Source: an optimization exercise on an open RTL-to-GDS flow (aim: small area and a short achievable clock period). Production flows keep margins and buffers that such runs may drop.
In this exercise RTL edits were held to simulation tests only and were not proved equivalent to the original.
The clock input has no modelled driver; a real chip could not lean on it and would need a root buffer or a full tree.
Power is estimated from default activity; no workload was simulated.

// pooler
module pooler(
    input         clk,
    input         ce,
    input         master_rst,
    input  [7:0]  data_in,
    output [7:0]  data_out,
    output        valid_op,
    output        end_op
    );
For scale: roughly 21 I/O pins.
clock: 4.5 ns
lec_check: 0
cap_margin: 20
core_margin: 2
core_utilization: 40
setup_slack_margin: 2.8
slew_margin: 20
synth_hierarchical: 1
standard.sh (not shown) runs the stock make flow with config.mk's settings and CLKGATE_MAP_FILE= SYNTH_SCRIPT=/design/flow/synth_recipe.tcl, a recipe that flattens the netlist after the stock synthesis.
==> flow/flow/run.sh <==
#!/bin/bash
# Own layout flow: the standard ORFS flow (standard synthesis,
# floorplan, power grid, taps, placement, routing unchanged), except
#  - port buffers of a plain buffer cell instead of a delay cell,
#  - resizing not restricted to the same cell footprint,
#  - the clock tree built by flow/cts.tcl instead of TritonCTS.
# Each tool's output goes to a log of its own in the work folder; ORFS also
# keeps each step's log under orfs/logs.
set -euo pipefail
KNOBS=(MATCH_CELL_FOOTPRINT=0 "BUFFER_PORTS_ARGS=-buffer_cell sky130_fd_sc_hd__buf_2")
bash standard.sh "${KNOBS[@]}" place > flow_place.log 2>&1
export PLATFORM_DIR=$FLOW_HOME/platforms/sky130hd
export RDIR=orfs/results/sky130hd/pooler/base
export DONT_USE="sky130_fd_sc_hd__probe_p_8 sky130_fd_sc_hd__probec_p_8 sky130_fd_sc_hd__lpflow_*"
export NLEAF=${NLEAF:-4} LEAFBUF=${LEAFBUF:-sky130_fd_sc_hd__clkbuf_16} ROOTBUF=${ROOTBUF:-none}
export SETUP_MARGIN=${SETUP_MARGIN:-2.8}
openroad -no_init -exit flow/cts.tcl > flow_cts.log 2>&1
bash standard.sh "${KNOBS[@]}" finish > flow_finish.log 2>&1
==> flow/flow/cts.tcl <==
# Clock tree by hand, in place of TritonCTS (which builds a 16-leaf H-tree
# here): the clock sinks split into NLEAF balanced k-means clusters, one
# LEAFBUF buffer at each cluster's centre, the leaf buffers driven by the
# clock port directly (NLEAF <= 4) or through one ROOTBUF buffer. Then the
# same timing repair as ORFS's cts step, and its two results.
set P $::env(PLATFORM_DIR)
set R $::env(RDIR)
read_db $R/3_place.odb
read_liberty $P/lib/sky130_fd_sc_hd__tt_025C_1v80.lib
read_sdc $R/3_place.sdc
source $P/setRC.tcl
set_dont_use $::env(DONT_USE)

set K $::env(NLEAF)
set LEAF $::env(LEAFBUF)
set ROOT $::env(ROOTBUF)
set db [ord::get_db]
set block [ord::get_db_block]
set clk [$block findNet clk]
set sinks {}
foreach it [$clk getITerms] {
  set bb [[$it getInst] getBBox]
  lappend sinks [list $it [expr {([$bb xMin]+[$bb xMax])/2.0}] [expr {([$bb yMin]+[$bb yMax])/2.0}]]
}
set n [llength $sinks]
puts "clock sinks: $n"
set cx 0; set cy 0
foreach s $sinks { set cx [expr {$cx + [lindex $s 1]}]; set cy [expr {$cy + [lindex $s 2]}] }
set cx [expr {$cx / $n}]; set cy [expr {$cy / $n}]
set sorted [lsort -real -index 3 [lmap s $sinks {list {*}$s [expr {atan2([lindex $s 2]-$cy, [lindex $s 1]-$cx)}]}]]
set cent {}
for {set k 0} {$k < $K} {incr k} {
  set s [lindex $sorted [expr {int(($k + 0.5) * $n / $K)}]]
  lappend cent [list [lindex $s 1] [lindex $s 2]]
}
# balanced k-means: greedy nearest assignment, at most ceil(n/K) per cluster
set cap [expr {int(ceil(double($n) / $K))}]
for {set iter 0} {$iter < 30} {incr iter} {
  set pairs {}
  for {set i 0} {$i < $n} {incr i} {
    set s [lindex $sorted $i]
    for {set k 0} {$k < $K} {incr k} {
      set c [lindex $cent $k]
      lappend pairs [list [expr {abs([lindex $s 1]-[lindex $c 0]) + abs([lindex $s 2]-[lindex $c 1])}] $i $k]
    }
  }
  array unset asg; array unset cnt
  for {set k 0} {$k < $K} {incr k} { set cnt($k) 0 }
  foreach p [lsort -real -index 0 $pairs] {
    lassign $p d i k
    if {[info exists asg($i)] || $cnt($k) >= $cap} continue
    set asg($i) $k; incr cnt($k)
  }
  set new {}
  for {set k 0} {$k < $K} {incr k} {
    set sx 0; set sy 0; set m 0
    for {set i 0} {$i < $n} {incr i} {
      if {$asg($i) == $k} { set s [lindex $sorted $i]; set sx [expr {$sx+[lindex $s 1]}]; set sy [expr {$sy+[lindex $s 2]}]; incr m }
    }
    lappend new [list [expr {$sx/$m}] [expr {$sy/$m}]]
  }
  set cent $new
}
set leafin {}
for {set k 0} {$k < $K} {incr k} {
  set b [odb::dbInst_create $block [$db findMaster $LEAF] "clkbuf_leaf_$k"]
  set c [lindex $cent $k]
  $b setLocation [expr {int([lindex $c 0])}] [expr {int([lindex $c 1])}]
  $b setPlacementStatus PLACED
  set net [odb::dbNet_create $block "clknet_leaf_$k"]
  $net setSigType CLOCK
  [$b findITerm X] connect $net
  for {set i 0} {$i < $n} {incr i} {
    if {$asg($i) == $k} { set it [lindex [lindex $sorted $i] 0]; $it disconnect; $it connect $net }
  }
  lappend leafin [$b findITerm A]
  puts "leaf $k: $cnt($k) sinks at $c"
}
if {$ROOT ne "none"} {
  set sx 0; set sy 0
  foreach c $cent { set sx [expr {$sx+[lindex $c 0]}]; set sy [expr {$sy+[lindex $c 1]}] }
  set b [odb::dbInst_create $block [$db findMaster $ROOT] "clkbuf_root"]
  $b setLocation [expr {int($sx/$K)}] [expr {int($sy/$K)}]
  $b setPlacementStatus PLACED
  set net [odb::dbNet_create $block "clknet_root"]
  $net setSigType CLOCK
  [$b findITerm X] connect $net
  foreach a $leafin { $a connect $net }
  [$b findITerm A] connect $clk
} else {
  foreach a $leafin { $a connect $clk }
}
$clk setSigType CLOCK
global_connect
detailed_placement
set_propagated_clock [all_clocks]
estimate_parasitics -placement
report_clock_latency
puts "after tree: setup [worst_slack -max] hold [worst_slack -min]"
repair_timing -setup_margin $::env(SETUP_MARGIN) -hold_margin 0 -repair_tns 100 -verbose
detailed_placement
check_placement -verbose
estimate_parasitics -placement
puts "after repair: setup [worst_slack -max] hold [worst_slack -min]"
write_db $R/4_1_cts.odb
write_sdc -no_timestamp $R/4_cts.sdc
Edit:
--- a/flow/flow/run.sh
+++ b/flow/flow/run.sh
@@ -14,3 +14,3 @@
 export DONT_USE="sky130_fd_sc_hd__probe_p_8 sky130_fd_sc_hd__probec_p_8 sky130_fd_sc_hd__lpflow_*"
-export NLEAF=${NLEAF:-4} LEAFBUF=${LEAFBUF:-sky130_fd_sc_hd__clkbuf_16} ROOTBUF=${ROOTBUF:-none}
+export NLEAF=${NLEAF:-4} LEAFBUF=${LEAFBUF:-sky130_fd_sc_hd__clkbuf_16} ROOTBUF=${ROOTBUF:-sky130_fd_sc_hd__clkbuf_16}
 export SETUP_MARGIN=${SETUP_MARGIN:-2.8}
CORE_UTILIZATION = 60   (was 40)
- register-to-register slack gains 0.04 ns
- setup slack is better by 0.098 ns
- sequential cell count does not change
- routed wire length drops by 4.0%
- synthesized area stays the same
- die area came out lower by 32%
- synthesized cell count stays the same
Edit:
--- a/flow/flow/run.sh
+++ b/flow/flow/run.sh
@@ -15,3 +15,3 @@
 export NLEAF=${NLEAF:-4} LEAFBUF=${LEAFBUF:-sky130_fd_sc_hd__clkbuf_16} ROOTBUF=${ROOTBUF:-sky130_fd_sc_hd__clkbuf_16}
-export SETUP_MARGIN=${SETUP_MARGIN:-2.8}
+export SETUP_MARGIN=${SETUP_MARGIN:-3.0}
 openroad -no_init -exit flow/cts.tcl > flow_cts.log 2>&1
CORE_UTILIZATION = 40   (was 60)
After rerunning: The new run completed without violations; routed wire length rose by 10%; sequential share of layout area fell by 1.8 points; worst setup slack gets worse by 0.014 ns; clock power rose by about 2%; via count rose by 2.9%.
Edit:
--- a/flow/flow/run.sh
+++ b/flow/flow/run.sh
@@ -15,3 +15,3 @@
 export NLEAF=${NLEAF:-4} LEAFBUF=${LEAFBUF:-sky130_fd_sc_hd__clkbuf_16} ROOTBUF=${ROOTBUF:-sky130_fd_sc_hd__clkbuf_16}
-export SETUP_MARGIN=${SETUP_MARGIN:-3.0}
+export SETUP_MARGIN=${SETUP_MARGIN:-2.8}
 openroad -no_init -exit flow/cts.tcl > flow_cts.log 2>&1
Outcome: Global-route usage drops by 0.51 points. Combinational power drops by about 10%. Hold slack barely changes. Final area drops by 2.5%. Sequential share of layout area climbs by 1.8 points. Worst setup slack stays flat.
No run of this note takes its clock network from TritonCTS; it comes from the design's own scripts or RTL.

-- afterwards: timing with drivers on the ports --
The flow's constraints put no driver on any port. The routed layouts listed below were extracted and timed again, unchanged, in two steps. Step 1 assumes that a clkbuf_16 drives the clock port and a buf_2 every other input. Step 2, shift: input delay + t, output delay - t, t = (earliest + latest rising clock arrival at the registers) / 2. This alone moves slack from input paths to output paths. Slacks: ideal ports / drivers / drivers and shift; pairs: ideal ports / drivers.
| run | shift t [ns] | setup slack, ns | worst setup path at the end | cell pins on the clock port's net |
|---|---|---|---|---|
| the first run | 0.243 | 2.682 / 2.697 / 2.454 | input to register | 4 |
| the second run | 0.358 | 2.780 / 2.748 / 2.452 | input to register | 1 |
| the third run | 0.364 | 2.766 / 2.731 / 2.435 | input to register | 1 |
| the fourth run | 0.364 | 2.766 / 2.731 / 2.420 | input to register | 1 |
After both steps every run listed still meets setup and hold. The setup slack of the fourth run, which loses most, moves by -0.035 ns with the drivers and by -0.346 ns with both steps.
